This is an optimization exercise on Yosys and OpenROAD, whose aim is small area and a short achievable clock period, not a production implementation.
At most, simulation tests tie the RTL to the original design; equivalence was not proved.
Only the layout flow was run in runs 1 to 4; the RTL was not checked for function there.
No activity file was given, so power comes from the tool's default toggle rates.

### design/flow/design.v
module yuv422_to_rgb
(
    input       wire        clk     ,
    input       wire        cke     ,
    input       wire        yuv_hs  ,
    input       wire        yuv_vs  ,
    input       wire        yuv_de  ,
    input       wire [9 :0] yuv_y   ,
    input       wire [9 :0] yuv_c   ,
    output      wire        rgb_hs  ,
    output      wire        rgb_vs  ,
    output      wire        rgb_de  ,
    output      wire [23:0] rgb_dat
);
wire [7:0] y8 = yuv_y[9:2];
wire [7:0] c8 = yuv_c[9:2];
wire [7:0] y_cl = (y8[7:4] == 4'd0) ? 8'd16 : (y8 > 8'd235) ? 8'd235 : y8;
wire [7:0] c_cl = (c8[7:4] == 4'd0) ? 8'd16 : (c8[7:4] == 4'd15) ? 8'd239 : c8;
reg        cr;
reg  [7:0] s1_y, cbuf, s2_y, p_u, p_v;
reg [13:0] p_gu;
reg [15:0] s3_t, s3_r, s3_g, s3_b;
reg  [9:0] s4_r, s4_g, s4_b;
reg  [7:0] s5_r, s5_g, s5_b, s6_r, s6_g, s6_b;
reg  [2:0] sy1, sy2, sy3, sy4, sy5, sy6;
wire [15:0] tyh;
assign tyh[0] = 16'h0000 >> s2_y[7:4];
assign tyh[1] = 16'h0000 >> s2_y[7:4];
assign tyh[2] = 16'h0000 >> s2_y[7:4];
assign tyh[3] = 16'h0000 >> s2_y[7:4];
assign tyh[4] = 16'haaaa >> s2_y[7:4];
assign tyh[5] = 16'hcccc >> s2_y[7:4];
assign tyh[6] = 16'h5a5a >> s2_y[7:4];
assign tyh[7] = 16'h936c >> s2_y[7:4];
assign tyh[8] = 16'hb6da >> s2_y[7:4];
assign tyh[9] = 16'hdb6c >> s2_y[7:4];
assign tyh[10] = 16'h1c70 >> s2_y[7:4];
assign tyh[11] = 16'hb52a >> s2_y[7:4];
assign tyh[12] = 16'h264c >> s2_y[7:4];
assign tyh[13] = 16'h3870 >> s2_y[7:4];
assign tyh[14] = 16'h3f80 >> s2_y[7:4];
assign tyh[15] = 16'hc000 >> s2_y[7:4];
wire [11:0] tyl;
assign tyl[0] = 16'haaaa >> s2_y[3:0];
assign tyl[1] = 16'hcccc >> s2_y[3:0];
assign tyl[2] = 16'h5a5a >> s2_y[3:0];
assign tyl[3] = 16'h936c >> s2_y[3:0];
assign tyl[4] = 16'hb6da >> s2_y[3:0];
assign tyl[5] = 16'hdb6c >> s2_y[3:0];
assign tyl[6] = 16'h1c70 >> s2_y[3:0];
assign tyl[7] = 16'hb52a >> s2_y[3:0];
assign tyl[8] = 16'h264c >> s2_y[3:0];
assign tyl[9] = 16'h3870 >> s2_y[3:0];
assign tyl[10] = 16'h3f80 >> s2_y[3:0];
assign tyl[11] = 16'hc000 >> s2_y[3:0];
wire [15:0] trh;
assign trh[0] = 16'h0000 >> p_v[7:4];
assign trh[1] = 16'h0000 >> p_v[7:4];
assign trh[2] = 16'haaaa >> p_v[7:4];
assign trh[3] = 16'hcccc >> p_v[7:4];
assign trh[4] = 16'h0f0f >> p_v[7:4];
assign trh[5] = 16'h0ff0 >> p_v[7:4];
assign trh[6] = 16'h5aaa >> p_v[7:4];
assign trh[7] = 16'h3999 >> p_v[7:4];
assign trh[8] = 16'h52d2 >> p_v[7:4];
assign trh[9] = 16'h631c >> p_v[7:4];
assign trh[10] = 16'h294a >> p_v[7:4];
assign trh[11] = 16'h18c6 >> p_v[7:4];
assign trh[12] = 16'had6b >> p_v[7:4];
assign trh[13] = 16'h318c >> p_v[7:4];
assign trh[14] = 16'hc1f0 >> p_v[7:4];
assign trh[15] = 16'hfe00 >> p_v[7:4];
wire [11:0] trl;
assign trl[0] = 16'hf0f0 >> p_v[3:0];
assign trl[1] = 16'hff00 >> p_v[3:0];
assign trl[2] = 16'haaaa >> p_v[3:0];
assign trl[3] = 16'h6666 >> p_v[3:0];
assign trl[4] = 16'hb4b4 >> p_v[3:0];
assign trl[5] = 16'hc738 >> p_v[3:0];
assign trl[6] = 16'had6a >> p_v[3:0];
assign trl[7] = 16'h9ce6 >> p_v[3:0];
assign trl[8] = 16'hd6b4 >> p_v[3:0];
assign trl[9] = 16'he738 >> p_v[3:0];
assign trl[10] = 16'h07c0 >> p_v[3:0];
assign trl[11] = 16'hf800 >> p_v[3:0];
wire [15:0] tbh;
assign tbh[0] = 16'h0000 >> p_u[7:4];
assign tbh[1] = 16'h0000 >> p_u[7:4];
assign tbh[2] = 16'haaaa >> p_u[7:4];
assign tbh[3] = 16'hcccc >> p_u[7:4];
assign tbh[4] = 16'h0f0e >> p_u[7:4];
assign tbh[5] = 16'ha55a >> p_u[7:4];
assign tbh[6] = 16'h366c >> p_u[7:4];
assign tbh[7] = 16'hc78e >> p_u[7:4];
assign tbh[8] = 16'hf80e >> p_u[7:4];
assign tbh[9] = 16'hfff0 >> p_u[7:4];
assign tbh[10] = 16'hfffe >> p_u[7:4];
assign tbh[11] = 16'h0000 >> p_u[7:4];
assign tbh[12] = 16'h5554 >> p_u[7:4];
assign tbh[13] = 16'h9998 >> p_u[7:4];
assign tbh[14] = 16'he1e0 >> p_u[7:4];
assign tbh[15] = 16'hfe00 >> p_u[7:4];
wire [11:0] tbl;
assign tbl[0] = 16'hf0f0 >> p_u[3:0];
assign tbl[1] = 16'h55aa >> p_u[3:0];
assign tbl[2] = 16'h66cc >> p_u[3:0];
assign tbl[3] = 16'h78f0 >> p_u[3:0];
assign tbl[4] = 16'h7f00 >> p_u[3:0];
assign tbl[5] = 16'h8000 >> p_u[3:0];
assign tbl[6] = 16'h0000 >> p_u[3:0];
assign tbl[7] = 16'h0000 >> p_u[3:0];
assign tbl[8] = 16'haaaa >> p_u[3:0];
assign tbl[9] = 16'hcccc >> p_u[3:0];
assign tbl[10] = 16'hf0f0 >> p_u[3:0];
assign tbl[11] = 16'hff00 >> p_u[3:0];
wire [15:0] tgvh;
assign tgvh[0] = 16'h0000 >> p_v[7:4];
assign tgvh[1] = 16'h2aaa >> p_v[7:4];
assign tgvh[2] = 16'h6666 >> p_v[7:4];
assign tgvh[3] = 16'h61e1 >> p_v[7:4];
assign tgvh[4] = 16'h601f >> p_v[7:4];
assign tgvh[5] = 16'h1fff >> p_v[7:4];
assign tgvh[6] = 16'h7fff >> p_v[7:4];
assign tgvh[7] = 16'h5555 >> p_v[7:4];
assign tgvh[8] = 16'h4ccc >> p_v[7:4];
assign tgvh[9] = 16'h6969 >> p_v[7:4];
assign tgvh[10] = 16'h0e71 >> p_v[7:4];
assign tgvh[11] = 16'h252b >> p_v[7:4];
assign tgvh[12] = 16'h6318 >> p_v[7:4];
assign tgvh[13] = 16'h60f8 >> p_v[7:4];
assign tgvh[14] = 16'h1ff8 >> p_v[7:4];
assign tgvh[15] = 16'h0007 >> p_v[7:4];
wire [10:0] tgvl;
assign tgvl[0] = 16'h01fe >> p_v[3:0];
assign tgvl[1] = 16'h0001 >> p_v[3:0];
assign tgvl[2] = 16'h0000 >> p_v[3:0];
assign tgvl[3] = 16'h5555 >> p_v[3:0];
assign tgvl[4] = 16'h3333 >> p_v[3:0];
assign tgvl[5] = 16'h5a5a >> p_v[3:0];
assign tgvl[6] = 16'h639c >> p_v[3:0];
assign tgvl[7] = 16'h294a >> p_v[3:0];
assign tgvl[8] = 16'h18c6 >> p_v[3:0];
assign tgvl[9] = 16'h07c1 >> p_v[3:0];
assign tgvl[10] = 16'h003f >> p_v[3:0];
wire [13:0] tguh;
assign tguh[0] = 16'h0000 >> cbuf[7:4];
assign tguh[1] = 16'h0000 >> cbuf[7:4];
assign tguh[2] = 16'h0000 >> cbuf[7:4];
assign tguh[3] = 16'h0000 >> cbuf[7:4];
assign tguh[4] = 16'h0000 >> cbuf[7:4];
assign tguh[5] = 16'h2aaa >> cbuf[7:4];
assign tguh[6] = 16'h1999 >> cbuf[7:4];
assign tguh[7] = 16'h0787 >> cbuf[7:4];
assign tguh[8] = 16'h2ad5 >> cbuf[7:4];
assign tguh[9] = 16'h3319 >> cbuf[7:4];
assign tguh[10] = 16'h16b4 >> cbuf[7:4];
assign tguh[11] = 16'h0e73 >> cbuf[7:4];
assign tguh[12] = 16'h01f0 >> cbuf[7:4];
assign tguh[13] = 16'h000f >> cbuf[7:4];
wire [9:0] tgul;
assign tgul[0] = 16'h0000 >> cbuf[3:0];
assign tgul[1] = 16'h5555 >> cbuf[3:0];
assign tgul[2] = 16'h3333 >> cbuf[3:0];
assign tgul[3] = 16'h0f0f >> cbuf[3:0];
assign tgul[4] = 16'h55aa >> cbuf[3:0];
assign tgul[5] = 16'h6633 >> cbuf[3:0];
assign tgul[6] = 16'h2d69 >> cbuf[3:0];
assign tgul[7] = 16'h1ce7 >> cbuf[3:0];
assign tgul[8] = 16'h03e0 >> cbuf[3:0];
assign tgul[9] = 16'h001f >> cbuf[3:0];
wire [16:0] sum_r = s3_t + s3_r;
wire [16:0] sum_g = s3_t + s3_g;
wire [16:0] sum_b = s3_t + s3_b;
function [7:0] sat;
    input [9:0] z;
    sat = z[9] ? 8'd255 : (z[8] ? z[7:0] : 8'd0);
endfunction
always @(posedge clk) begin
    if (cke) begin
        cr   <= yuv_de & ~cr;
        s1_y <= y_cl;
        if (yuv_de & ~cr) cbuf <= c_cl;
        if (yuv_de &  cr) begin
            p_u <= cbuf;
            p_v <= c_cl;
            p_gu <= tguh + tgul;
        end
        s2_y <= s1_y;
        s3_t <= tyh + tyl;
        s3_r <= trh + trl;
        s3_g <= tgvh + tgvl + p_gu;
        s3_b <= tbh + tbl;
        s4_r <= sum_r[16:7];
        s4_g <= sum_g[16:7];
        s4_b <= sum_b[16:7];
        s5_r <= sat(s4_r); s5_g <= sat(s4_g); s5_b <= sat(s4_b);
        s6_r <= s5_r; s6_g <= s5_g; s6_b <= s5_b;
        sy1 <= {yuv_hs, yuv_vs, yuv_de};
        sy2 <= sy1; sy3 <= sy2; sy4 <= sy3; sy5 <= sy4; sy6 <= sy5;
    end
end
assign {rgb_hs, rgb_vs, rgb_de} = sy6;
assign rgb_dat = {s6_r, s6_g, s6_b};
endmodule
### design/flow/run.sh
#!/bin/bash
# synth_recipe.tcl (not shown) runs the flow's synth.tcl, then flattens the netlist and writes it again
# the make line also repeats each setting of config.mk as NAME=value (left out here)
make -C /OpenROAD-flow-scripts/flow DESIGN_CONFIG=/design/flow/config.mk WORK_HOME=/design/flow/orfs CLKGATE_MAP_FILE= SYNTH_SCRIPT=/design/flow/synth_recipe.tcl finish
### design/flow/config.mk
export PLATFORM = sky130hd
export DESIGN_NAME = yuv422_to_rgb
export DESIGN_NICKNAME = yuv422_to_rgb
export VERILOG_FILES = /design/flow/design.v
export SDC_FILE = /design/flow/constraint.sdc
export NUM_CORES = 4
export LEC_CHECK = 0
export CAP_MARGIN = 20
export CORE_MARGIN = 2
export CORE_UTILIZATION = 40
export SLEW_MARGIN = 20
### design/flow/constraint.sdc
create_clock -name core_clock -period 4.5 [get_ports {clk}]
set_input_delay 0.9000 -clock core_clock [delete_from_list [all_inputs] [get_ports {clk}]]
set_output_delay 0.9000 -clock core_clock [all_outputs]
set_load 0.01 [all_outputs]
==> flow_summary.toml, run 1 <==
[run_status]
status = "finished clean"

[sta]
worst_slew_pin_slew_ns = 0.720
rsz0062_at_grt = "false"
hold_slack_ns = 0.416
slew_headroom_pct = 52.0
skew_ns = 0.0164
finalMaxSlewViolations = 0
setup_tns_ns = 0
max_freq_mhz = 260
post-route-period-util_pct = 85.5
setup_violations = 0
period_needed_ns = 3.85
hold_viol = 0

[grt]
grt_pass1_vias = 7775
antenna_found_initial = 0
track_usage_pct = 14.0
grt_pass1_wl_um = 38300
gr-total-overflow = 0
grt_max_degree = 106

[floorplan]
rows = 65
ios = 52
initial_core_util_pct = 40.6
coreArea_um2 = 31600
fp.dieW_um = 183
dieHeight_um = 183
die_area_um2 = 33500

[cts]
path_clk_slew_ns = 0.06
clk_path_buf_depth = 3
ctsHoldBuffers = 0
cts_sinks = 214
cts-resized-gates = 0
clkLatencyLatePin_ns = 0.52
tritoncts = "built"
h-tree-depth = 1
post_cts_buffers = 0
numCtsBuffers = 24
cts_root_buf = "clkbuf_16"

[detailed_routing]
vias_per_cell = 5.16
top_layer = "met4"
routedWlPerCell_um = 14.7
wl_um = 23100
drc = 0
wl_met2_um = 10800
route.met3.wl_um = 670
drtPass1Iterations = 4
drtIter0Drc = 449
met1_length_um = 11100
antenna_left = 0
vias = 8094

[power_and_ir_drop]
p_total_mw = 5.85
leakage_nw = 5.81
p_per_area_nw_per_um2 = 406
ir_worst_vdd_v = 0.000264

[critical_path]
worst_r2r_path_depth = 11
critPathMaxFanout = 17
crit_path_end = "s3_g[14]"
cp.required_ns = 4.76
cp.arrival_ns = 4.11
cp-startpoint = "p_v[7]"
endpoint_kind = "flip-flop"
cp-start-kind = "flip-flop"
critical_path_class = "reg2reg"
r2r-start = "p_v[7]"
r2r_end = "s3_g[14]"
cp_common_cell = "fa_1"
cp_slowest_stage_delay_ns = 0.77
cp_cell_sequence = "nand2_1 -> mux2_2 -> fa_1 -> ha_1 -> fa_1 -> a21o_1 -> nand3_1 -> a31oi_1 -> a211oi_1 -> a21oi_1 -> xor2_1"
regToRegSetupSlack_ns = 0.65
cpMaxStageDelayCell = "edfxtp_1"

[yosys]
syn_avg_cell_area_um2 = 11.6
netlist_area_um2 = 12800
muxShareOfSynthArea_pct = 2.16
synth_top_flop_cell = "edfxtp_1"
synthSimpleGateAreaFrac_pct = 8.72
synth-xor-area-share_pct = 5.19
synthCells = 1108
synth_top_family_by_area = "compound AO/OA/AOI/OAI gates"
synth_seq_cells = 214
synth_cell_types = 71
synth_compound_area_share_pct = 15.4
ys_seq_area_share_pct = 50.1
syn_nets = 1278
synth_fa_ha_area_share_pct = 15.0
synth_edf_count = 214
ys_async_sr_fraction_pct = 0
ys_warn_count = 1

[placed_design]
hpwl_um = 17100
placed_cell_area_um2 = 13700
numPortBuffers = 47
place.gp.congestion = 0.830

[finish]
nNetsFinal = 1322
drive_above_1_share_pct = 5.31
syn_to_final_growth_pct = 12.4
n_antenna_cell = 0
nFillCells = 2900
finalInstanceArea_um2 = 14400

[min_path]
hold_class = "reg2reg"

[run]
max_cap_violations = 0
[synthesized netlist by cell type, types with 6 or more instances]
library cell	number	area share [%]
a211oi_1	16	0.94
a21o_1	51	3.0
a21oi_1	90	3.5
a31oi_1	9	0.44
and3_1	10	0.49
clkbuf_1	30	0.88
edfxtp_1	214	50
fa_1	14	2.2
ha_1	131	13
inv_1	77	2.3
mux2_2	9	0.79
mux2i_1	13	1.0
nand2_1	51	1.5
nand2b_1	10	0.49
nand3_1	16	0.62
nor2_1	85	2.5
nor2b_1	14	0.68
nor3_1	8	0.31
o211ai_1	13	0.76
o21a_1	18	1.1
o21ai_0	39	1.5
o21ai_1	13	0.51
o31ai_1	6	0.35
or3_1	8	0.39
xnor2_1	52	3.6
xor2_1	24	1.6
[cells in the final DEF, fill, tap and decap left out, types with 5 or more instances in the layout]
| cell type | count |
|---|---|
| inv_1 | 77 |
| and3_1 | 10 |
| o21bai_1 | 5 |
| a21o_1 | 51 |
| nor3_1 | 8 |
| nand3_1 | 16 |
| a31oi_1 | 9 |
| nor2b_1 | 14 |
| a211oi_1 | 16 |
| clkbuf_1 | 8 |
| ha_1 | 131 |
| o31ai_1 | 6 |
| mux2i_1 | 13 |
| xnor2_1 | 52 |
| or3_1 | 8 |
| o21ai_0 | 39 |
| clkdlybuf4s50_1 | 46 |
| o21ai_1 | 13 |
| clkbuf_16 | 24 |
| buf_4 | 6 |
| fa_1 | 14 |
| a21oi_1 | 90 |
| nand4_1 | 5 |
| edfxtp_1 | 214 |
| nand2_1 | 51 |
| nand2b_1 | 10 |
| o21a_1 | 18 |
| o211ai_1 | 13 |
| xor2_1 | 24 |
| nor2_1 | 85 |
| mux2_2 | 9 |
[worst min path at each step]
stage / startpoint / endpoint / cells past startpoint
global placement: s5_g[4] / s6_g[4] / 0
floorplan: s1_y[0] / s2_y[0] / 0
detailed placement: s5_b[4] / s6_b[4] / 0
global route: s1_y[3] / s2_y[3] / 0
CTS: s1_y[3] / s2_y[3] / 0
finish: s5_b[2] / s6_b[2] / 0
[worst max-delay path, delay by kind of cell, from the launching register on]
| kind | cells | cell delay, ns |
|---|---|---|
| adders and majority gates | 3 | 1.06 |
| AOI/OAI and AO/OA | 4 | 0.82 |
| muxes | 1 | 0.36 |
| xor gates and xnor gates | 1 | 0.16 |
| and+or+nand+nor | 2 | 0.41 |
| DFF | 1 | 0.77 |
[through the flow]
| stage | utilization [%] | setup slack [ns] | instances |
|---|---|---|---|
| final | 45.7 | 0.655 | 1570 |
| after detailed placement | 43.4 | 0.678 | 1528 |
| after CTS | 45.7 | 0.667 | 1570 |
| after global routing | 45.7 | 0.384 | 1570 |
| after global placement | 43.4 | 0.711 | 1528 |
| after floorplan | - | 0.848 | 1108 |
[sequential cells by signal (all words and copies together), names as in the netlist, 10 cells and up]
name  count
p_gu     13
s3_b     16
s3_g     16
s3_r     16
s3_t     16
s4_b     10
s4_g     10
s4_r     10
[cells by family after synthesis]
family / after synthesis
compound gates: 303
xor+xnor: 76
fa+ha+maj: 145
buf+inv: 113
flops: 214
mux: 24
simple gates: 233
[report_power, final]
group	internal (mW)	switching (mW)	leakage, nW
combinational	0.633	0.730	3.40
sequential	2.59	0.154	2.06
clock	0.991	0.758	0.341
total	4.21	1.64	5.81
[layer usage]
metal	track usage, %	vias to the layer above
met4	3.74	0
met3	1.89	30
met5	0	-
met1	18.9	3755
met2	23.8	134
li1	-	4175
[layout make-up]
class	count	area, um2	area share (%)
multi-input cells	781	5950	41.3
clock buffers	32	631	4.38
repair buffers	54	537	3.72
flip-flops and latches	214	6430	44.6
inverters	77	289	2.01
well taps	402	503	3.49
clock inverters	10	75.1	0.521
==> inputs of run 2 (changes only) <==
--- a/design/flow/config.mk
+++ b/design/flow/config.mk
@@ -10,2 +10,3 @@
 export CORE_UTILIZATION = 40
+export SETUP_SLACK_MARGIN = 1.0
 export SLEW_MARGIN = 20
==> flow_summary.toml, run 2 <==
[yosys]
ys_async_sr_fraction_pct = 0
ys_warn_count = 1
synth_cell_types = 71
synth_top_area_share_pct = 50.1
synth_seq_cells = 214
synth_edf_count = 214
syn_nets = 1278
synthCells = 1108
synth_top_flop_cell = "edfxtp_1"
netlist_area_um2 = 12800
ys_seq_area_share_pct = 50.1
yosysTopAreaCell = "edfxtp_1"
syn_avg_cell_area_um2 = 11.6
yosysMostFrequentCell = "edfxtp_1"
ys_top_cells_by_count = "edfxtp_1, ha_1, a21oi_1"
synth_area_leaders = "edfxtp_1, ha_1, xnor2_1"

[critical_path]
cp.arrival_ns = 3.63
endpoint_kind = "flip-flop"
critPathMaxFanout = 8
path_buf_inv = 0
regToRegSetupSlack_ns = 1.13
cp-startpoint = "p_v[7]"
r2r-start = "p_v[7]"
worst_r2r_path_depth = 11
crit_path_end = "s3_g[14]"
crit_family = "adder cells"
cp_slowest_stage_delay_ns = 0.53
cp_common_cell = "fa_1"
critical_path_class = "reg2reg"
cp_cell_sequence = "nand2_2 -> mux2_2 -> fa_1 -> ha_2 -> fa_1 -> a21o_1 -> nand3_1 -> a31oi_1 -> a211oi_2 -> a21oi_1 -> xor2_1"
r2r_end = "s3_g[14]"
cp.depth = 11
cp.required_ns = 4.76
cpMaxStageDelayCell = "edfxtp_1"
cp-start-kind = "flip-flop"

[cts]
cts_root_buf = "clkbuf_16"
h-tree-depth = 1
cts_sinks = 214
path_clk_slew_ns = 0.06
ctsHoldBuffers = 0
clkLatencyLatePin_ns = 0.52
clk_path_buf_depth = 3
tritoncts = "built"
numCtsBuffers = 25

[min_path]
hold_path.startpoint = "sy2[1]"
hold_class = "reg2reg"

[sta]
setup_tns_ns = 0
max_freq_mhz = 297
worst_slew_pin_slew_ns = 0.726
finalMaxSlewViolations = 0
skew_ns = 0.0134
period_needed_ns = 3.37
slew_headroom_pct = 51.6
post-route-period-util_pct = 74.8
hold_viol = 0
setup_violations = 0
rsz0062_at_grt = "true"

[placed_design]
place.gp.congestion = 0.830
hpwl_um = 17000
numPortBuffers = 47

[floorplan]
fp.dieW_um = 183
die_area_um2 = 33500
ios = 52
dieHeight_um = 183
rows = 65
initial_core_util_pct = 40.6
coreArea_um2 = 31600

[power_and_ir_drop]
leakage_nw = 5.90
p_total_mw = 6.19
ir_worst_vdd_v = 0.000274
p_per_area_nw_per_um2 = 422

[grt]
antenna_found_initial = 0
track_usage_pct = 13.9
grt_pass1_vias = 7710
grt_max_degree = 79
gr-total-overflow = 0
grt_pass1_wl_um = 38000

[finish]
nFillCells = 2897
drive_above_1_share_pct = 7.92
n_antenna_cell = 0
nNetsFinal = 1329
syn_to_final_growth_pct = 14.4
fin_util_pct = 46.5
final_common_cell = "edfxtp_1"
layout_common_cells = "edfxtp_1, ha_1, a21oi_1"

[detailed_routing]
drtIter0Drc = 402
vias = 8124
drtPass1Iterations = 5
vias_per_cell = 5.15
antenna_left = 0
routedWlPerCell_um = 14.6
wl_um = 23000
drc = 0

[run_status]
status = "finished clean"

[run]
max_cap_violations = 0
## run 2: cell counts after synthesis
Identical to the previous run, type by type.
## run 2: cell families (layout without fill, tap and decap cells)
logic type | Yosys count | in the layout | share of synthesized area [%]
muxes | 24 | 24 | 2.16
buffers and inverters | 113 | 179 | 3.49
xor gates and xnor gates | 76 | 76 | 5.19
adders and majority gates | 145 | 145 | 15.0
DFF | 214 | 214 | 50.1
AOI/OAI and AO/OA | 303 | 303 | 15.4
and+or+nand+nor | 233 | 233 | 8.72
## run 2: final cells by class
class	count	area, um2	share of cell area (%)
Tap cell	402	503	3.43
Inverter	77	292	1.99
Clock inverter	17	223	1.52
Sequential cell	214	6430	43.8
Clock buffer	25	626	4.26
Multi-Input combinational cell	781	6010	41.0
Timing Repair Buffer	60	586	3.99
## run 2: report_power, final
part / switching, mW / leakage [nW] / total, mW / internal, mW
Sequential: 0.151 / 2.06 / 2.74 / 2.59
Combinational: 0.736 / 3.43 / 1.38 / 0.642
Clock: 0.776 / 0.413 / 2.07 / 1.29
## run 2: worst min-delay path by stage
stage | end | slack [ns] | cells past startpoint
final | sy3[1] | 0.42 | 0
after global routing | s2_y[6] | 0.42 | 0
after CTS | s2_y[7] | 0.41 | 0
after detailed placement | s6_r[6] | 0.40 | 0
after global placement | s6_b[3] | 0.40 | 0
after floorplan | s2_y[0] | 0.40 | 0
## run 2: timing repair
action | CTS | global route
gates resized for setup | 2 | 19
buffers inserted | 3 | 3
endpoints found under the setup margin | 6 | 7
pin swaps | 0 | 2
## run 2: metal layers
layer / vias up / share of wire (%) / track usage [%]
met3: 46 / 3.5 / 1.89
li1: 4204 / - / -
met4: 0 / 3.3 / 5.09
met5: - / 0 / 0
met2: 140 / 46 / 23.2
met1: 3734 / 47 / 18.6
## run 2: worst reg2reg max path, stage by stage, from the launching register on
cell	delay [ns]
edfxtp_1	0.53
nand2_2	0.21
mux2_2	0.37
fa_1	0.39
ha_2	0.22
fa_1	0.41
a21o_1	0.21
nand3_1	0.08
a31oi_1	0.13
a211oi_2	0.30
a21oi_1	0.11
xor2_1	0.15
## run 2: through the flow
step / hold slack (ns) / cell area, um2 / cells / setup slack, ns
after floorplan: 0.400 / 12800 / 1108 / 1.02
after global placement: 0.400 / 13700 / 1528 / 0.871
after detailed placement: 0.405 / 13700 / 1528 / 0.816
after CTS: 0.412 / 14600 / 1573 / 0.949
after global routing: 0.420 / 14700 / 1576 / 0.914
final: 0.416 / 14700 / 1576 / 1.13
==> inputs of run 3 (changes only) <==
--- a/design/flow/config.mk
+++ b/design/flow/config.mk
@@ -10,3 +10,3 @@
 export CORE_UTILIZATION = 40
-export SETUP_SLACK_MARGIN = 1.0
+export SETUP_SLACK_MARGIN = 1.5
 export SLEW_MARGIN = 20
==> flow_summary.toml, run 3 <==
[sta]
post-route-period-util_pct = 74.4
period_needed_ns = 3.35
setup_violations = 0
hold_viol = 0
rsz0062_at_grt = "true"
fin_ws_ns = 1.15
finalMaxSlewViolations = 0
worst_slew_pin_slew_ns = 0.683
skew_ns = 0.00794
slew_headroom_pct = 54.5
hold_slack_ns = 0.412
setup_tns_ns = 0
max_freq_mhz = 299

[floorplan]
coreArea_um2 = 31600
fp.dieW_um = 183
die_area_um2 = 33500
rows = 65
ios = 52
initial_core_util_pct = 40.6
dieHeight_um = 183

[yosys]
syn_avg_cell_area_um2 = 11.6
syn_nets = 1278
synth_seq_cells = 214
synth_top_area_share_pct = 50.1
ys_seq_area_share_pct = 50.1
netlist_area_um2 = 12800
yosysMostFrequentCell = "edfxtp_1"
synth_edf_count = 214
synth_area_leaders = "edfxtp_1, ha_1, xnor2_1"
ys_async_sr_fraction_pct = 0
synth_top_flop_cell = "edfxtp_1"
ys_warn_count = 1
yosysTopAreaCell = "edfxtp_1"
synth_cell_types = 71
ys_top_cells_by_count = "edfxtp_1, ha_1, a21oi_1"
synthCells = 1108

[detailed_routing]
antenna_left = 0
vias_per_cell = 5.11
drtPass1Iterations = 6
drtIter0Drc = 444
routedWlPerCell_um = 14.6
vias = 8296
drc = 0
wl_um = 23700

[critical_path]
cp-start-kind = "flip-flop"
worst_r2r_path_depth = 14
cp.required_ns = 4.75
endpoint_kind = "flip-flop"
cp.arrival_ns = 3.60
regToRegSetupSlack_ns = 1.15
critical_path_class = "reg2reg"
critPathMaxFanout = 5

[placed_design]
numPortBuffers = 47
pre_cts_slack_ns = 0.848
placed_cell_area_um2 = 13800
place.gp.congestion = 0.838
place_inst = 1527
hpwl_um = 16800

[grt]
antenna_found_initial = 0
grt_pass1_wl_um = 38200
grt_pass1_vias = 7800
grt_max_degree = 123
gr-total-overflow = 0
track_usage_pct = 13.9

[cts]
path_clk_slew_ns = 0.06
ctsHoldBuffers = 0
clk_path_buf_depth = 3
cts_root_buf = "clkbuf_16"
h-tree-depth = 1
tritoncts = "built"
numCtsBuffers = 24
cts_sinks = 214
clkLatencyLatePin_ns = 0.50

[finish]
multi_input_area_um2 = 6230
fin_cells = 1624
seq_area_um2 = 6430
drive_above_1_share_pct = 13.9
n_antenna_cell = 0
nNetsFinal = 1376
fin_util_pct = 48.0
syn_to_final_growth_pct = 18.1
nFillCells = 2853
layout_common_cells = "edfxtp_1, ha_1, nor2_1"
final_common_cell = "edfxtp_1"
finalInstanceArea_um2 = 15200

[min_path]
hold_class = "reg2reg"
worstHoldPathCells = 0

[power_and_ir_drop]
ir_worst_vdd_v = 0.000294
leakage_nw = 6.10
p_total_mw = 6.04
p_per_area_nw_per_um2 = 398

[run_status]
status = "finished clean"

[run]
max_cap_violations = 0
==> run 3: cell counts after synthesis <==
Identical to the previous run, type by type.
==> run 3: per-layer routing <==
layer	global-route usage, %	wire, um	vias up
met1	18.6	11100	3838
met2	23.8	11200	129
li1	-	-	4291
met5	0	0	-
met4	4.10	539	0
met3	1.87	828	38
==> run 3: repair_timing <==
action | CTS | global route
gates resized for setup | 29 | 27
endpoints found under the setup margin | 24 | 27
pin swaps | 16 | 15
setup buffers | 26 | 29
==> run 3: area by class of cell <==
cell class,instances,share of cell area [%]
tap,402,3.32
sequential,214,42.4
inverter,77,1.93
multi-input combinational,781,41.1
timing repair buffer,108,6.29
clock inverter,11,0.669
clock buffer,31,4.28
==> run 3: cells by family after synthesis <==
kind of cell	Yosys count	share of synthesized area [%]
compound gates	303	15.4
xor+xnor	76	5.19
simple gates	233	8.72
fa+ha+maj	145	15.0
mux	24	2.16
flops	214	50.1
buf+inv	113	3.49
==> run 3: power breakdown <==
part / total (mW) / switching, mW / internal, mW
registers: 2.73 / 0.142 / 2.59
logic: 1.46 / 0.769 / 0.691
clock network: 1.85 / 0.727 / 1.12
==> run 3: worst max-delay path, cell delays in order (launching register included) <==
cell and delay, ns:
edfxtp_1 0.44, clkinvlp_4 0.22, ha_4 0.34, nor2_4 0.04
a21oi_2 0.10, mux2i_1 0.11, fa_1 0.51, inv_2 0.06
fa_2 0.38, a21o_1 0.19, nand3_2 0.10, a31oi_4 0.09
a211oi_2 0.25, a21oi_1 0.12, xor2_1 0.14
==> run 3: final timing paths <==
check	end	startpoint
hold / removal	sy4[1]	sy3[1]
setup reg to reg	s3_g[14]	p_v[5]
setup / recovery	s3_g[14]	p_v[5]
hold reg to reg	sy4[1]	sy3[1]
==> inputs of run 4 (changes only) <==
--- a/design/flow/config.mk
+++ b/design/flow/config.mk
@@ -9,4 +9,4 @@
 export CORE_MARGIN = 2
-export CORE_UTILIZATION = 40
-export SETUP_SLACK_MARGIN = 1.5
+export CORE_UTILIZATION = 65
+export CTS_BUF_LIST = sky130_fd_sc_hd__clkbuf_4
 export SLEW_MARGIN = 20
==> flow_summary.toml, run 4 <==
[sta]
hold_viol = 0
period_needed_ns = 3.86
max_freq_mhz = 259
setup_violations = 0
skew_ns = 0.0262
slew_headroom_pct = 36.7
rsz0062_at_grt = "false"
hold_slack_ns = 0.408
finalMaxSlewViolations = 0
setup_tns_ns = 0
worst_slew_pin_slew_ns = 0.950
post-route-period-util_pct = 85.7

[critical_path]
critPathMaxFanout = 8
critical_path_class = "reg2reg"
endpoint_kind = "flip-flop"
cp_slowest_stage_delay_ns = 0.56
cpMaxStageDelayCell = "edfxtp_1"
cp.arrival_ns = 4.24
r2r_end = "s3_g[14]"
r2r-start = "p_v[0]"
path_buf_inv = 2
cp_cell_sequence = "inv_1 -> ha_1 -> nor2_1 -> a21oi_1 -> o21ai_0 -> fa_1 -> inv_1 -> ha_1 -> a21oi_1 -> a31oi_1 -> a211oi_1 -> a21oi_1 -> xor2_1"
cp_common_cell = "a21oi_1"
worst_r2r_path_depth = 13
cp.required_ns = 4.88
crit_family = "compound AO/OA/AOI/OAI gates"
cp-startpoint = "p_v[0]"
cp-start-kind = "flip-flop"
regToRegSetupSlack_ns = 0.64

[placed_design]
numPortBuffers = 47
place.gp.congestion = 0.875
hpwl_um = 16400

[power_and_ir_drop]
ir_worst_vdd_v = 0.000248
leakage_nw = 5.88
p_per_area_nw_per_um2 = 402

[min_path]
worstHoldPathCells = 0
whs_endpoint = "s6_r[2]"
hold_path.startpoint = "s5_r[2]"
hold_class = "reg2reg"

[cts]
clkLatencyLatePin_ns = 0.64
cts_root_buf = "clkbuf_4"
clk_path_buf_depth = 3
tritoncts = "built"
cts_sinks = 214
cts-resized-gates = 0
h-tree-depth = 2
ctsHoldBuffers = 0
numCtsBuffers = 53
path_clk_slew_ns = 0.06
post_cts_buffers = 0

[floorplan]
dieHeight_um = 144
die_area_um2 = 20900
coreArea_um2 = 19400
ios = 52
rows = 51
initial_core_util_pct = 66.1
fp.dieW_um = 144

[yosys]
yosysTopAreaCell = "edfxtp_1"
synth_top_area_share_pct = 50.1
syn_nets = 1278
netlist_area_um2 = 12800
synth_edf_count = 214
synth_cell_types = 71
ys_top_cells_by_count = "edfxtp_1, ha_1, a21oi_1"
ys_seq_area_share_pct = 50.1
synthCells = 1108
yosysMostFrequentCell = "edfxtp_1"
ys_async_sr_fraction_pct = 0
ys_warn_count = 1
syn_avg_cell_area_um2 = 11.6
synth_seq_cells = 214
synth_area_leaders = "edfxtp_1, ha_1, xnor2_1"
synth_top_flop_cell = "edfxtp_1"

[grt]
track_usage_pct = 21.9
antenna_found_initial = 1
grt_max_degree = 179
grt_pass1_wl_um = 35900
gr-total-overflow = 0
grt_pass1_vias = 7449

[finish]
nNetsFinal = 1350
drive_above_1_share_pct = 9.08
seq_area_um2 = 6430
multi_input_area_um2 = 5950
layout_common_cells = "edfxtp_1, ha_1, a21oi_1"
syn_to_final_growth_pct = 11.1
nFillCells = 1434
final_common_cell = "edfxtp_1"

[detailed_routing]
wl_um = 22500
vias_per_cell = 5.61
vias = 8359
drtIter0Drc = 480
routedWlPerCell_um = 15.1
drtPass1Iterations = 6
drc = 0
antenna_left = 0

[run_status]
status = "finished clean"

[run]
max_cap_violations = 0
[run 4: stage by stage]
step | setup WS, ns | cell area [um2] | instances | utilization (%) | power, mW
final | 0.642 | 14200 | 1489 | 73.4 | 5.72
after global routing | 0.418 | 14200 | 1489 | 73.4 | 6.09
after CTS | 0.661 | 14200 | 1488 | 73.4 | 5.78
after detailed placement | 0.673 | 13500 | 1390 | 69.8 | 4.13
after global placement | 0.791 | 13500 | 1389 | 69.7 | 4.08
after floorplan | 0.848 | 12800 | 1108 | - | 3.77
[run 4: kinds of logic (layout without fill, tap and decap cells)]
logic type      after synthesis  count (layout)  synth area share [%]
simple gates                233             233                  8.72
other cells                   0               1                     0
flops                       214             214                  50.1
fa+ha+maj                   145             145                  15.0
buf+inv                     113             228                  3.49
xor+xnor                     76              76                  5.19
mux                          24              24                  2.16
compound gates              303             303                  15.4
[run 4: power by group]
| part | internal [mW] | total, mW | switching, mW |
|---|---|---|---|
| combinational | 0.634 | 1.36 | 0.727 |
| sequential | 2.59 | 2.74 | 0.157 |
| clock | 0.881 | 1.62 | 0.739 |
[run 4: worst max-delay path by stage]
stage                     endpoint  cells past startpoint
after floorplan           s3_g[14]                     15
after global placement    s3_g[14]                     13
after detailed placement  s3_g[14]                     13
after CTS                 s3_g[14]                     13
after global routing      s3_g[14]                     13
final                     s3_g[14]                     13
[run 4: layout make-up]
class	instances	area share [%]
Clock inverter	24	1.05
Multi-Input combinational cell	781	41.8
Antenna cell	1	0.0176
Timing Repair Buffer	53	3.77
Tap cell	265	2.33
Clock buffer	74	3.90
Inverter	77	2.03
Sequential cell	214	45.1
[run 4: worst register-to-register path, stage by stage (launching register included)]
cell,delay [ns]
edfxtp_1,0.56
inv_1,0.14
ha_1,0.40
nor2_1,0.20
a21oi_1,0.06
o21ai_0,0.43
fa_1,0.51
inv_1,0.07
ha_1,0.27
a21oi_1,0.15
a31oi_1,0.07
a211oi_1,0.41
a21oi_1,0.16
xor2_1,0.17
[run 4: routing by layer]
layer	track usage (%)	share of wire, %	vias to the layer above
li1	-	-	4273
met1	29.4	45	3838
met2	36.2	48	214
met3	4.24	5.1	34
met4	6.80	2.0	0
met5	0	0	-
==> inputs of run 5 (changes only) <==
--- a/design/flow/design.v
+++ b/design/flow/design.v
@@ -20,6 +20,5 @@
 reg  [7:0] s1_y, cbuf, s2_y, p_u, p_v;
-reg [13:0] p_gu;
-reg [15:0] s3_t, s3_r, s3_g, s3_b;
-reg  [9:0] s4_r, s4_g, s4_b;
-reg  [7:0] s5_r, s5_g, s5_b, s6_r, s6_g, s6_b;
+reg [15:0] s3_t, s3_r, s3_b, s3_gv;
+reg [13:0] s3_gu;
+reg  [7:0] s4_r, s4_g, s4_b, s5_r, s5_g, s5_b, s6_r, s6_g, s6_b;
 reg  [2:0] sy1, sy2, sy3, sy4, sy5, sy6;
@@ -145,29 +144,29 @@
 wire [13:0] tguh;
-assign tguh[0] = 16'h0000 >> cbuf[7:4];
-assign tguh[1] = 16'h0000 >> cbuf[7:4];
-assign tguh[2] = 16'h0000 >> cbuf[7:4];
-assign tguh[3] = 16'h0000 >> cbuf[7:4];
-assign tguh[4] = 16'h0000 >> cbuf[7:4];
-assign tguh[5] = 16'h2aaa >> cbuf[7:4];
-assign tguh[6] = 16'h1999 >> cbuf[7:4];
-assign tguh[7] = 16'h0787 >> cbuf[7:4];
-assign tguh[8] = 16'h2ad5 >> cbuf[7:4];
-assign tguh[9] = 16'h3319 >> cbuf[7:4];
-assign tguh[10] = 16'h16b4 >> cbuf[7:4];
-assign tguh[11] = 16'h0e73 >> cbuf[7:4];
-assign tguh[12] = 16'h01f0 >> cbuf[7:4];
-assign tguh[13] = 16'h000f >> cbuf[7:4];
+assign tguh[0] = 16'h0000 >> p_u[7:4];
+assign tguh[1] = 16'h0000 >> p_u[7:4];
+assign tguh[2] = 16'h0000 >> p_u[7:4];
+assign tguh[3] = 16'h0000 >> p_u[7:4];
+assign tguh[4] = 16'h0000 >> p_u[7:4];
+assign tguh[5] = 16'h2aaa >> p_u[7:4];
+assign tguh[6] = 16'h1999 >> p_u[7:4];
+assign tguh[7] = 16'h0787 >> p_u[7:4];
+assign tguh[8] = 16'h2ad5 >> p_u[7:4];
+assign tguh[9] = 16'h3319 >> p_u[7:4];
+assign tguh[10] = 16'h16b4 >> p_u[7:4];
+assign tguh[11] = 16'h0e73 >> p_u[7:4];
+assign tguh[12] = 16'h01f0 >> p_u[7:4];
+assign tguh[13] = 16'h000f >> p_u[7:4];
 wire [9:0] tgul;
-assign tgul[0] = 16'h0000 >> cbuf[3:0];
-assign tgul[1] = 16'h5555 >> cbuf[3:0];
-assign tgul[2] = 16'h3333 >> cbuf[3:0];
-assign tgul[3] = 16'h0f0f >> cbuf[3:0];
-assign tgul[4] = 16'h55aa >> cbuf[3:0];
-assign tgul[5] = 16'h6633 >> cbuf[3:0];
-assign tgul[6] = 16'h2d69 >> cbuf[3:0];
-assign tgul[7] = 16'h1ce7 >> cbuf[3:0];
-assign tgul[8] = 16'h03e0 >> cbuf[3:0];
-assign tgul[9] = 16'h001f >> cbuf[3:0];
+assign tgul[0] = 16'h0000 >> p_u[3:0];
+assign tgul[1] = 16'h5555 >> p_u[3:0];
+assign tgul[2] = 16'h3333 >> p_u[3:0];
+assign tgul[3] = 16'h0f0f >> p_u[3:0];
+assign tgul[4] = 16'h55aa >> p_u[3:0];
+assign tgul[5] = 16'h6633 >> p_u[3:0];
+assign tgul[6] = 16'h2d69 >> p_u[3:0];
+assign tgul[7] = 16'h1ce7 >> p_u[3:0];
+assign tgul[8] = 16'h03e0 >> p_u[3:0];
+assign tgul[9] = 16'h001f >> p_u[3:0];
 wire [16:0] sum_r = s3_t + s3_r;
-wire [16:0] sum_g = s3_t + s3_g;
+wire [16:0] sum_g = s3_t + s3_gv + s3_gu;
 wire [16:0] sum_b = s3_t + s3_b;
@@ -185,3 +184,2 @@
             p_v <= c_cl;
-            p_gu <= tguh + tgul;
         end
@@ -190,8 +188,9 @@
         s3_r <= trh + trl;
-        s3_g <= tgvh + tgvl + p_gu;
+        s3_gv <= tgvh + tgvl;
+        s3_gu <= tguh + tgul;
         s3_b <= tbh + tbl;
-        s4_r <= sum_r[16:7];
-        s4_g <= sum_g[16:7];
-        s4_b <= sum_b[16:7];
-        s5_r <= sat(s4_r); s5_g <= sat(s4_g); s5_b <= sat(s4_b);
+        s4_r <= sat(sum_r[16:7]);
+        s4_g <= sat(sum_g[16:7]);
+        s4_b <= sat(sum_b[16:7]);
+        s5_r <= s4_r; s5_g <= s4_g; s5_b <= s4_b;
         s6_r <= s5_r; s6_g <= s5_g; s6_b <= s5_b;
--- a/design/flow/config.mk
+++ b/design/flow/config.mk
@@ -9,4 +9,4 @@
 export CORE_MARGIN = 2
-export CORE_UTILIZATION = 65
-export CTS_BUF_LIST = sky130_fd_sc_hd__clkbuf_4
+export CORE_UTILIZATION = 40
+export SETUP_SLACK_MARGIN = 1.9
 export SLEW_MARGIN = 20
==> flow_summary.toml, run 5 <==
[sta]
setup_tns_ns = 0
finalMaxSlewViolations = 0
worst_slew_pin_slew_ns = 0.741
skew_ns = 0.0139
slew_headroom_pct = 50.6
setup_violations = 0
rsz0062_at_grt = "true"
post-route-period-util_pct = 66.6
max_freq_mhz = 334
period_needed_ns = 3.00
hold_slack_ns = 0.408
hold_viol = 0

[critical_path]
cp_slowest_stage_delay_ns = 0.48
critical_path_class = "reg2reg"
cpMaxStageDelayCell = "fa_1"
cp.required_ns = 4.76
endpoint_kind = "flip-flop"
cp.arrival_ns = 3.25
critPathMaxFanout = 8
cp-start-kind = "flip-flop"
cp_cell_sequence = "fa_1 -> ha_1 -> nand4b_1 -> a221oi_4 -> buf_6 -> a211oi_4 -> o21ai_2 -> a31oi_4 -> xnor2_4 -> a31o_2"

[cts]
clkLatencyLatePin_ns = 0.51
cts_sinks = 207
tritoncts = "built"
numCtsBuffers = 23
clk_path_buf_depth = 3
cts_root_buf = "clkbuf_16"
h-tree-depth = 1
path_clk_slew_ns = 0.06

[floorplan]
initial_core_util_pct = 40.7
ios = 52
dieHeight_um = 180
fp.dieW_um = 180
die_area_um2 = 32500
coreArea_um2 = 30600
rows = 64

[yosys]
ys_async_sr_fraction_pct = 0
ys_warn_count = 1
synthCells = 1051
synth_edf_count = 207
netlist_area_um2 = 12400
synth_top_area_share_pct = 50.0
synth_area_leaders = "edfxtp_1, ha_1, a21oi_1"
synth_cell_types = 63
synth_seq_cells = 207
synth_top_flop_cell = "edfxtp_1"
syn_avg_cell_area_um2 = 11.8
yosysTopAreaCell = "edfxtp_1"
ys_seq_area_share_pct = 50.0
yosysMostFrequentCell = "edfxtp_1"
syn_nets = 1218
ys_top_cells_by_count = "edfxtp_1, ha_1, a21oi_1"

[detailed_routing]
wl_um = 28100
route.met3.wl_um = 1020
drtPass1Iterations = 5
vias = 8750
wl_met2_um = 13500
drtIter0Drc = 518
antenna_left = 0
drc = 0
vias_per_cell = 5.23
met1_length_um = 12600
top_layer = "met4"
routedWlPerCell_um = 16.8

[placed_design]
numPortBuffers = 47
place.gp.congestion = 0.846
hpwl_um = 17200

[finish]
layout_common_cells = "edfxtp_1, buf_4, ha_1"
nFillCells = 2523
final_common_cell = "edfxtp_1"
syn_to_final_growth_pct = 35.5
n_antenna_cell = 0
nNetsFinal = 1430
drive_above_1_share_pct = 34.0

[power_and_ir_drop]
leakage_nw = 6.55
ir_worst_vdd_v = 0.000228
p_per_area_nw_per_um2 = 395

[grt]
grt_pass1_wl_um = 43800
gr-total-overflow = 0
track_usage_pct = 16.4
grt_max_degree = 109
grt_pass1_vias = 8545
antenna_found_initial = 0

[run]
max_cap_violations = 0

[min_path]
hold_class = "reg2reg"

[run_status]
status = "finished clean"
run 5: changes by cell type after synthesis, sizes merged, moves of 7 or more:
| cell | change |
|---|---|
| a21o | -26 |
| clkbuf | -9 |
| edfxtp | -7 |
| inv | -21 |
| nor2 | -17 |
| o21ai | +12 |
| o21bai | +16 |
| xnor2 | -12 |
run 5: timing repair:
| item | CTS | global route |
|---|---|---|
| gates resized for setup | 152 | 90 |
| setup endpoints to repair | 60 | 61 |
| buffers inserted | 131 | 36 |
| hold buffers | 0 | 0 |
| pin swaps | 109 | 83 |
| endpoints found under the hold margin | 0 | 0 |
run 5: layout make-up:
type	instances	area (um2)	share of cell area, %
clock buffers	25	583	3.46
clock inverters	15	159	0.943
inverters	56	226	1.34
multi-input cells	755	7210	42.8
flip-flops and latches	207	6220	36.9
well taps	396	495	2.94
repair buffers	220	1970	11.7
run 5: logic make-up after synthesis:
group                      count (synthesis)  share of synthesized area [%]
adders and majority gates                142                           15.3
buffers and inverters                     89                           2.80
AOI/OAI and AO/OA                        287                           14.7
muxes                                     33                           3.46
DFF                                      207                           50.0
xor gates and xnor gates                  70                           4.93
and+or+nand+nor                          223                           8.84
run 5: path summary, 6_finish.rpt:
check                           startpoint  endpoint  slack (ns)  cells past startpoint
worst min-delay path                sy3[0]    sy4[0]        0.41                      0
worst max register to register     s3_t[2]   s4_g[0]        1.50                     10
worst min register to register      sy3[0]    sy4[0]        0.41                      0
worst max-delay path               s3_t[2]   s4_g[0]        1.50                     10
run 5: metrics by stage:
stage	cells	cell area, um2	setup WS [ns]	util, %	total power [mW]
finish	1674	16900	1.50	55.1	6.66
global route	1674	16900	1.42	55.1	7.03
CTS	1638	16100	1.54	52.7	6.51
detailed placement	1467	13700	1.18	44.7	4.24
global placement	1467	13700	1.17	44.7	4.21
floorplan	1051	12800	1.57	-	3.81
run 5: critical path: cells and delay by family (launching register included):
kind	cells	cell delay (ns)
compound gates	5	0.96
fa+ha+maj	2	0.78
flops	1	0.46
xor+xnor	1	0.20
simple gates	1	0.17
buf+inv	1	0.16
run 5: where the power goes:
| group | internal [mW] | switching [mW] |
|---|---|---|
| logic | 1.12 | 1.08 |
| registers | 2.49 | 0.127 |
| clock network | 1.11 | 0.736 |
| total | 4.72 | 1.94 |
run 5: layer usage:
metal / GRT usage, % / up-vias
met2: 27.2 / 179
li1: - / 4334
met5: 0 / -
met4: 5.19 / 0
met3: 1.88 / 60
met1: 22.6 / 4177
==> inputs of run 6 (changes only) <==
--- a/design/flow/config.mk
+++ b/design/flow/config.mk
@@ -10,3 +10,3 @@
 export CORE_UTILIZATION = 40
-export SETUP_SLACK_MARGIN = 1.9
+export SETUP_SLACK_MARGIN = 1.5
 export SLEW_MARGIN = 20
==> flow_summary.toml, run 6 <==
[finish]
nNetsFinal = 1350
multi_input_area_um2 = 6340
seq_area_um2 = 6220
final_common_cell = "edfxtp_1"
fin_cells = 1595
syn_to_final_growth_pct = 22.6
drive_above_1_share_pct = 20.3
nFillCells = 2715
layout_common_cells = "edfxtp_1, ha_1, buf_4"
n_antenna_cell = 0

[floorplan]
die_area_um2 = 32500
coreArea_um2 = 30600
fp.dieW_um = 180
initial_core_util_pct = 40.7
ios = 52
dieHeight_um = 180
rows = 64

[grt]
grt_pass1_wl_um = 39600
grt_max_degree = 109
track_usage_pct = 14.8
gr-total-overflow = 0
grt_pass1_vias = 7553
antenna_found_initial = 0

[yosys]
synthCells = 1051
synth_top_area_share_pct = 50.0
ys_top_cells_by_count = "edfxtp_1, ha_1, a21oi_1"
yosysTopAreaCell = "edfxtp_1"
synth_cell_types = 63
yosysMostFrequentCell = "edfxtp_1"
ys_async_sr_fraction_pct = 0
synth_top_flop_cell = "edfxtp_1"
ys_seq_area_share_pct = 50.0
ys_warn_count = 1
synth_seq_cells = 207
synth_area_leaders = "edfxtp_1, ha_1, a21oi_1"
synth_edf_count = 207
netlist_area_um2 = 12400
syn_nets = 1218
syn_avg_cell_area_um2 = 11.8

[detailed_routing]
antenna_left = 0
vias = 8317
drc = 0
wl_um = 25200
routedWlPerCell_um = 15.8
drtPass1Iterations = 5
drtIter0Drc = 490
vias_per_cell = 5.21

[critical_path]
cp-start-kind = "flip-flop"
endpoint_kind = "flip-flop"
cp.required_ns = 4.74
critPathMaxFanout = 6
cp.arrival_ns = 3.23
critical_path_class = "reg2reg"

[cts]
cts_sinks = 207
numCtsBuffers = 23
clkLatencyLatePin_ns = 0.51
h-tree-depth = 1
clk_path_buf_depth = 3
cts_root_buf = "clkbuf_16"
path_clk_slew_ns = 0.06
tritoncts = "built"

[sta]
hold_slack_ns = 0.414
max_freq_mhz = 334
setup_tns_ns = 0
period_needed_ns = 2.99
slew_headroom_pct = 52.1
rsz0062_at_grt = "true"
hold_viol = 0
skew_ns = 0.0172
finalMaxSlewViolations = 0
worst_slew_pin_slew_ns = 0.719
post-route-period-util_pct = 66.5
setup_violations = 0

[placed_design]
hpwl_um = 17100
place.gp.congestion = 0.841
numPortBuffers = 47
place_inst = 1466

[power_and_ir_drop]
leakage_nw = 5.99
ir_worst_vdd_v = 0.000208
p_per_area_nw_per_um2 = 408

[run]
max_cap_violations = 0

[run_status]
status = "finished clean"

[min_path]
hold_class = "reg2reg"
==> run 6: final timing paths <==
kind / start / to / slack, ns / cells after the start
setup reg to reg: p_v[4] / s3_gv[14] / 1.51 / 14
setup / recovery: p_v[4] / s3_gv[14] / 1.51 / 14
hold / removal: s4_r[4] / s5_r[4] / 0.41 / 0
hold reg to reg: s4_r[4] / s5_r[4] / 0.41 / 0
==> run 6: what timing repair did <==
action                     4_1_cts  5_1_grt
pin swaps                       24       57
gates cloned                     0        1
hold buffers                     0        0
setup endpoints to repair       33       32
setup buffers                   35       52
gates resized for setup         47       66
==> run 6: cells by family after synthesis <==
logic type,count (synthesis),synth area share (%)
compound gates,287,14.7
xor+xnor,70,4.93
fa+ha+maj,142,15.3
buf+inv,89,2.80
flops,207,50.0
mux,33,3.46
simple gates,223,8.84
==> run 6: worst max-delay path, stage by stage (launching register included) <==
cell and delay (ns):
edfxtp_1 0.41, buf_6 0.17, inv_8 0.06, ha_4 0.20, nand2b_4 0.14, o211ai_1 0.09
o21ai_1 0.12, ha_1 0.37, a31oi_4 0.10, o21ba_4 0.21, o211ai_1 0.28, nand4_1 0.16
nand3_2 0.11, mux2i_1 0.18, o21ai_1 0.12
==> run 6: power by group <==
| part | switching (mW) | internal, mW | total, mW | leakage (nW) |
|---|---|---|---|---|
| logic | 0.911 | 0.817 | 1.73 | 3.60 |
| clock network | 0.718 | 1.17 | 1.89 | 0.368 |
| registers | 0.123 | 2.49 | 2.61 | 2.01 |
==> run 6: cell type report <==
cell class                 count  share of cell area (%)
clock buffer                  29                    3.92
clock inverter                12                    1.07
inverter                      56                    1.44
multi-input combinational    755                    41.6
sequential                   207                    40.8
tap                          396                    3.25
timing repair buffer         140                    7.97
==> run 6: per-layer routing <==
metal	wire length (um)	vias up	part of all wire, %	global-route usage, %
met3	1000	35	4.0	2.45
li1	-	4178	-	-
met4	433	0	1.7	3.55
met2	11800	159	47	23.1
met5	0	-	0	0
met1	12000	3945	48	21.4
==> run 6: metrics by stage <==
stage | setup slack [ns] | area [um2] | utilization, % | total power, mW
after detailed placement | 1.05 | 13400 | 43.7 | 4.16
after CTS | 1.46 | 14600 | 47.6 | 6.15
after global placement | 1.08 | 13400 | 43.7 | 4.13
final | 1.51 | 15200 | 49.8 | 6.22
after global routing | 1.39 | 15200 | 49.8 | 6.59
after floorplan | 1.49 | 12500 | - | 3.74
==> inputs of run 7 (changes only) <==
==> design/flow/flow/run.sh (new file) <==
#!/bin/bash
# Standard ORFS layout (the standard.sh) with two changes:
#  - ports are buffered with buf_2 instead of the default delay-cell choice
#  - CTS inserts no dummy load cells
set -o pipefail
cp standard.sh standard_sh.txt
export BUFFER_PORTS_ARGS="-buffer_cell sky130_fd_sc_hd__buf_2"
export CTS_ARGS="-sink_clustering_enable -repair_clock_nets -dont_use_dummy_load"
bash standard.sh > standard.log 2>&1
==> design/flow/standard.sh (new file) <==
#!/bin/bash
# synth_recipe.tcl (not shown) runs the flow's synth.tcl, then flattens the netlist and writes it again
# the make line also repeats each setting of config.mk as NAME=value (left out here)
make -C /OpenROAD-flow-scripts/flow DESIGN_CONFIG=/design/flow/config.mk WORK_HOME=/design/flow/orfs CLKGATE_MAP_FILE= SYNTH_SCRIPT=/design/flow/synth_recipe.tcl "${@:-finish}"
removed: design/flow/run.sh
==> flow_summary.toml, run 7 <==
[run_status]
status = "finished clean"

[finish]
final_common_cell = "edfxtp_1"
nFillCells = 2704
drive_above_1_share_pct = 25.2
nNetsFinal = 1347
finalInstanceArea_um2 = 14900
syn_to_final_growth_pct = 19.9
n_antenna_cell = 0
seq_area_um2 = 6220
multi_input_area_um2 = 6440
layout_common_cells = "edfxtp_1, ha_1, buf_4"
fin_util_pct = 48.8

[critical_path]
critPathMaxFanout = 9
critical_path_class = "reg2reg"
endpoint_kind = "flip-flop"
cp-startpoint = "p_v[4]"
cp-start-kind = "flip-flop"
r2r-start = "p_v[4]"
r2r_end = "s3_gv[14]"
regToRegSetupSlack_ns = 1.51
worst_r2r_path_depth = 14
cp.required_ns = 4.73
cp.arrival_ns = 3.22

[yosys]
synth_area_leaders = "edfxtp_1, ha_1, a21oi_1"
ys_async_sr_fraction_pct = 0
muxShareOfSynthArea_pct = 3.46
synth_top_family_by_area = "adder cells"
ys_warn_count = 1
synth_top_area_share_pct = 50.0
synth_edf_count = 207
synth_top_flop_cell = "edfxtp_1"
synth_compound_area_share_pct = 14.7
synth_seq_cells = 207
syn_nets = 1218
synthSimpleGateAreaFrac_pct = 8.84
netlist_area_um2 = 12400
synth_fa_ha_area_share_pct = 15.3
syn_avg_cell_area_um2 = 11.8
yosysMostFrequentCell = "edfxtp_1"
ys_top_cells_by_count = "edfxtp_1, ha_1, a21oi_1"
ys_seq_area_share_pct = 50.0
synth_cell_types = 63
synthCells = 1051
yosysTopAreaCell = "edfxtp_1"
synth-xor-area-share_pct = 4.93

[sta]
worst_slew_pin_slew_ns = 0.724
max_freq_mhz = 334
period_needed_ns = 2.99
finalMaxSlewViolations = 0
post-route-period-util_pct = 66.5
hold_slack_ns = 0.412
skew_ns = 0.0129
setup_violations = 0
rsz0062_at_grt = "true"
setup_tns_ns = 0
hold_viol = 0
slew_headroom_pct = 51.7

[cts]
path_clk_slew_ns = 0.06
cts_sinks = 207
tritoncts = "built"
h-tree-depth = 1
clkLatencyLatePin_ns = 0.50
cts_root_buf = "clkbuf_16"
clk_path_buf_depth = 3
numCtsBuffers = 22

[floorplan]
ios = 52
rows = 64
coreArea_um2 = 30600
die_area_um2 = 32500
dieHeight_um = 180
fp.dieW_um = 180
initial_core_util_pct = 40.7

[power_and_ir_drop]
leakage_nw = 5.91
ir_worst_vdd_v = 0.000185
p_total_mw = 5.85
power_frac_clock_pct = 25.6
p_int_mw = 4.15
power_frac_comb_pct = 29.8
p_per_area_nw_per_um2 = 393
swShare_pct = 29.1
p_sw_mw = 1.70
pwr-share-seq_pct = 44.6

[detailed_routing]
drc = 0
drtIter0Drc = 467
vias = 8298
routedWlPerCell_um = 16.3
vias_per_cell = 5.27
wl_um = 25600
antenna_left = 0
drtPass1Iterations = 5

[grt]
met2_usage_pct = 23.9
grt_use_met3_pct = 1.88
grt.busiest_layer = "met2"
gr-total-overflow = 0
grtUsageMet1_pct = 21.2
grt_pass1_wl_um = 39700
track_usage_pct = 14.8
antenna_found_initial = 0
grt_max_degree = 109
grt_pass1_vias = 7652

[placed_design]
numPortBuffers = 47
hpwl_um = 17200
placed_cell_area_um2 = 13100
place.gp.congestion = 0.850

[min_path]
whs_endpoint = "s5_g[2]"
worstHoldPathCells = 0
hold_path.startpoint = "s4_g[2]"
hold_class = "reg2reg"

[run]
max_cap_violations = 0
==> run 7: cell count changes in the layout (fill, tap and decap cells not counted), sizes merged <==
cell / delta
clkdlybuf4s50: -46
buf: +43
clkbuf: -6
clkinv: -6
bufinv: -4
clkinvlp: -1
inv: -1
==> run 7: worst max-delay path: stages (launching register included) <==
cell and delay, ns:
edfxtp_1 0.38, buf_6 0.15, inv_6 0.08, ha_4 0.24
nand2b_4 0.16, o211ai_1 0.11, o21ai_2 0.13, ha_4 0.31
a31oi_2 0.10, o21ba_2 0.23, o211ai_1 0.26, nand4_1 0.15
nand3_2 0.11, mux2i_1 0.21, o21ai_2 0.09
==> run 7: how the worst max path moves through the flow <==
stage / end / slack, ns / cells after the start
finish: s3_gv[14] / 1.51 / 14
global route: s3_t[14] / 1.41 / 15
CTS: s3_gv[14] / 1.50 / 14
detailed placement: s3_gv[14] / 1.03 / 13
global placement: s3_gv[14] / 1.06 / 13
floorplan: s3_gv[15] / 1.49 / 14
==> run 7: what timing repair did <==
action	4_1_cts	5_1_grt
buffers inserted	45	40
cloned	0	1
setup endpoints to repair	34	39
resized for setup	52	86
pin swaps	23	54
hold buffers	0	0
==> run 7: cells by family (layout without fill, tap and decap cells) <==
group,after synthesis,in the layout
buf+inv,89,216
simple gates,223,223
flops,207,207
mux,33,33
xor+xnor,70,70
compound gates,287,287
fa+ha+maj,142,142
==> run 7: final cells by class <==
class | count | share of cell area [%]
Multi-Input combinational cell | 755 | 43.2
Sequential cell | 207 | 41.7
Timing Repair Buffer | 138 | 6.66
Clock buffer | 22 | 3.69
Tap cell | 396 | 3.32
Inverter | 56 | 1.48
==> run 7: metrics by stage <==
step,std cells,setup WS [ns]
2_1_floorplan,1051,1.49
3_3_place_gp,1466,1.06
3_5_place_dp,1466,1.03
4_1_cts,1533,1.50
5_1_grt,1574,1.41
6_report,1574,1.51
==> run 7: power groups by stage <==
| stage | registers, mW | clock network (mW) | logic (mW) |
|---|---|---|---|
| 3_3_place_gp | 2.66 | 0 | 1.44 |
| 4_1_cts | 2.62 | 1.55 | 1.58 |
| 6_report | 2.61 | 1.50 | 1.75 |
| 3_5_place_dp | 2.67 | 0 | 1.46 |
| 2_1_floorplan | 2.62 | 0 | 1.12 |
| 5_1_grt | 2.64 | 1.61 | 1.95 |
==> run 7: layer usage <==
metal  share of wire [%]  routed length [um]
met5                   0                   0
met4                 2.1                 539
met3                 3.7                 956
met2                  47               11900
met1                  48               12200

## separate check: timing with driven ports
In the flow no input, the clock included, has a driving cell. The finished layouts below were timed again as built, in two steps.
Step 1 assumes that a clkbuf_16 drives the clock port and a buf_2 every other input.
Step 2 moves the port delays by t, midway between the first and last clock arrival at a register: inputs arrive t later, outputs are due t later. That takes back most of the time a late clock gives input paths.
a / b / c = ideal ports / drivers / drivers and shift; a / b = the first two.
run | shift t [ns] | setup slack, ns | cell pins on the clock port's net
run 1 | 0.559 | 0.655 / 0.655 / 0.655 | 1
run 2 | 0.564 | 1.135 / 1.135 / 1.135 | 1
run 3 | 0.545 | 1.152 / 1.152 / 1.152 | 1
run 4 | 0.669 | 0.642 / 0.642 / 0.642 | 1
run 5 | 0.554 | 1.504 / 1.504 / 1.504 | 1
run 6 | 0.554 | 1.506 / 1.506 / 1.506 | 1
run 7 | 0.542 | 1.509 / 1.509 / 1.509 | 1
After both steps setup and hold are still met in every run listed.
